What follows belongs to an exercise in optimizing a design on an open flow for small area and a short achievable clock period; a production flow would make more cautious choices. RTL that was checked went through simulation tests only; none was proved equivalent to the original. Power figures rest on the tool's default switching activity, not on a simulated workload.

Design dipole, start of the top module:
module dipole(clk_in, reset, clk_out, r_vga, g_vga, b_vga, h_sync, v_sync, h_c, v_c, cw, ccw, start, stop, led, led2);
==> flow/config.mk <==
export PLATFORM = sky130hd
export DESIGN_NAME = dipole
export DESIGN_NICKNAME = dipole
export VERILOG_FILES = /design/flow/design.v
export SDC_FILE = /design/flow/constraint.sdc
export NUM_CORES = 4
export LEC_CHECK = 0
export CAP_MARGIN = 20
export CORE_MARGIN = 2
export CORE_UTILIZATION = 60
export PLACE_DENSITY = 0.7
export SLEW_MARGIN = 20
==> flow/constraint.sdc <==
create_clock -name core_clock -period 400.0 [get_ports {clk_in}]
set_input_delay 80.0000 -clock core_clock [delete_from_list [all_inputs] [get_ports {clk_in}]]
set_output_delay 80.0000 -clock core_clock [all_outputs]
set_load 0.01 [all_outputs]
standard.sh (not shown) runs the stock make flow with config.mk's settings and CLKGATE_MAP_FILE= SYNTH_SCRIPT=/design/flow/synth_recipe.tcl, a recipe that flattens the netlist after the stock synthesis.
==> flow/flow/run.sh <==
#!/bin/bash
# Own layout flow: the standard synthesis, then the combinational logic is
# mapped again with a stronger ABC script (the flip-flops, their names and cell
# types are kept as the standard synthesis made them), then the standard
# layout from that netlist.
set -euo pipefail
W=$(pwd)
R=$W/orfs/results/$FLOW_PLATFORM/dipole/base
L=$W/orfs/logs/$FLOW_PLATFORM/dipole/base
LIB=$FLOW_HOME/platforms/$FLOW_PLATFORM/lib/sky130_fd_sc_hd__tt_025C_1v80.lib
YOSYS=$(command -v yosys || echo "$FLOW_HOME/../tools/install/yosys/bin/yosys")

bash standard.sh synth > "$W/flow_synth.log" 2>&1
cp -p "$R/1_2_yosys.v" "$W/standard_1_2_yosys.v"

# the platform's don't-use cells, as the standard synthesis passed them to ABC
DONTUSE=$(grep -o -- "-dont_use [A-Za-z0-9_]*" "$L/1_2_yosys.log" | sort -u | tr '\n' ' ')

LIB="$LIB" IN="$W/standard_1_2_yosys.v" OUT="$W/resyn_1_2_yosys.v" \
  ABCSCRIPT="$W/flow/resyn.abc" DONTUSE="$DONTUSE" \
  "$YOSYS" -c "$W/flow/resyn.tcl" > "$W/flow_resyn.log" 2>&1

cp "$W/resyn_1_2_yosys.v" "$R/1_2_yosys.v"
touch "$R/1_2_yosys.v"

# ports get the smallest buffer rather than a delay cell; the clock tree uses
# small buffers and no dummy loads
bash standard.sh "BUFFER_PORTS_ARGS=-buffer_cell sky130_fd_sc_hd__buf_1" \
  "CTS_ARGS=-sink_clustering_enable -repair_clock_nets -buf_list {sky130_fd_sc_hd__clkbuf_4 sky130_fd_sc_hd__clkbuf_8} -dont_use_dummy_load" \
  finish > "$W/flow_layout.log" 2>&1
Other scripts of this flow, unchanged in this note and not shown: flow/flow/resyn.abc, flow/flow/resyn.tcl
Change:
--- a/flow/design.v
+++ b/flow/design.v
@@ -69,14 +69,18 @@
 					v_sync <= 1'b1;
 				end
 			else
 				begin
 					if (h_step)
 						h_sync <= ~(h_count >= 655 && h_count < 751);
+					else
+						h_sync <= ~(h_count >= 656 && h_count < 752);
 					if (v_step)
 						v_sync <= ~(v_count >= 489 && v_count < 491);
+					else
+						v_sync <= ~(v_count >= 490 && v_count < 492);
 				end
 		end
 	wire vga_out = (h_count < 640) && (v_count < 480);
 	wire tick_b = h_step && (
 		(vm5 == 3'd0 && h_count == 10'd497) ||
 		(vm5 == 3'd1 && h_count == 10'd697) ||
@@ -122,14 +126,13 @@
 						second <= second + 1'b1;
 					else if (rst)
 						second <= 0;
 				end
 		end
 	reg [9:0] top_screen;
-	reg cacc;           
-	wire go = !cacc;    
+	reg go;    
 	reg [2:0] pat;
 	always @ (posedge clk_in)
 		begin
 			if (reset)
 				top_screen <= 0;
 			else if (tick_b)
@@ -236,23 +239,27 @@
 			2'd0: cyhit = (cu >= 470 && cu <= 530);
 			2'd1: cyhit = (cu >= 620 && cu <= 680);
 			2'd2: cyhit = (cu >= 770 && cu <= 830);
 			default: cyhit = (cu >= 870 && cu <= 930);
 		endcase
 	wire chit = cxhit && cyhit;
+	reg cacc;
 	always @ (posedge clk_in)
 		begin
 			if (reset)
 				cacc <= 0;
 			else if (cp == 3'd0 && clk_out)
 				cacc <= chit;
-			else if (cp == 3'd7 && clk_out)
-				cacc <= cacc || chit || !on;
 			else
 				cacc <= cacc || chit;
 		end
+	always @ (posedge clk_in)
+		if (reset)
+			go <= 0;
+		else
+			go <= on && !(cacc || chit);
 	function hwin;
 		input [9:0] h;
 		input wide;
 		input [1:0] bx;
 		begin
 			if (wide)
What happened: Clock skew is higher by 7.6 ps. Synthesized area goes down by 0.47%. Worst hold slack degrades by 36 ps. Core utilization fell by 0.43 points. Final cell count came out lower by 0.44%. Cell area goes down by 1.1%. Total power went up by 2.7%. Critical path depth is unchanged. First-iteration DRC count drops by 14%.
Only the layout flow was run in the second run of this note; the RTL was not checked for function there.

-- static timing again, ports no longer ideal --
In the flow no input, the clock included, has a driving cell. The finished layouts below were timed again as built, in two steps.
Step 1: set_driving_cell puts a clkbuf_16 on clk_in and a buf_2 on each other input, an assumption about the parent block.
Step 2, shift: input delay + t, output delay - t, t = (earliest + latest rising clock arrival at the registers) / 2. This alone moves slack from input paths to output paths.
Three values: ideal, step 1, step 2; two values: the first two.
run	shift t [ns]	setup slack, ns	clock arrival spread, ns	slew at the worst register clock pin (ns)	worst data-port slew with drivers (ns)
the first run	0.398	318.588 / 318.551 / 318.629	0.019 / 0.019	0.08 / 0.08	0.03
the second run	0.372	318.654 / 318.618 / 318.452	0.024 / 0.024	0.08 / 0.08	0.03
After both steps setup and hold are still met in every run listed. For the second run, which loses most, drivers alone change the setup slack by -0.036 ns; drivers and shift together by -0.202 ns.
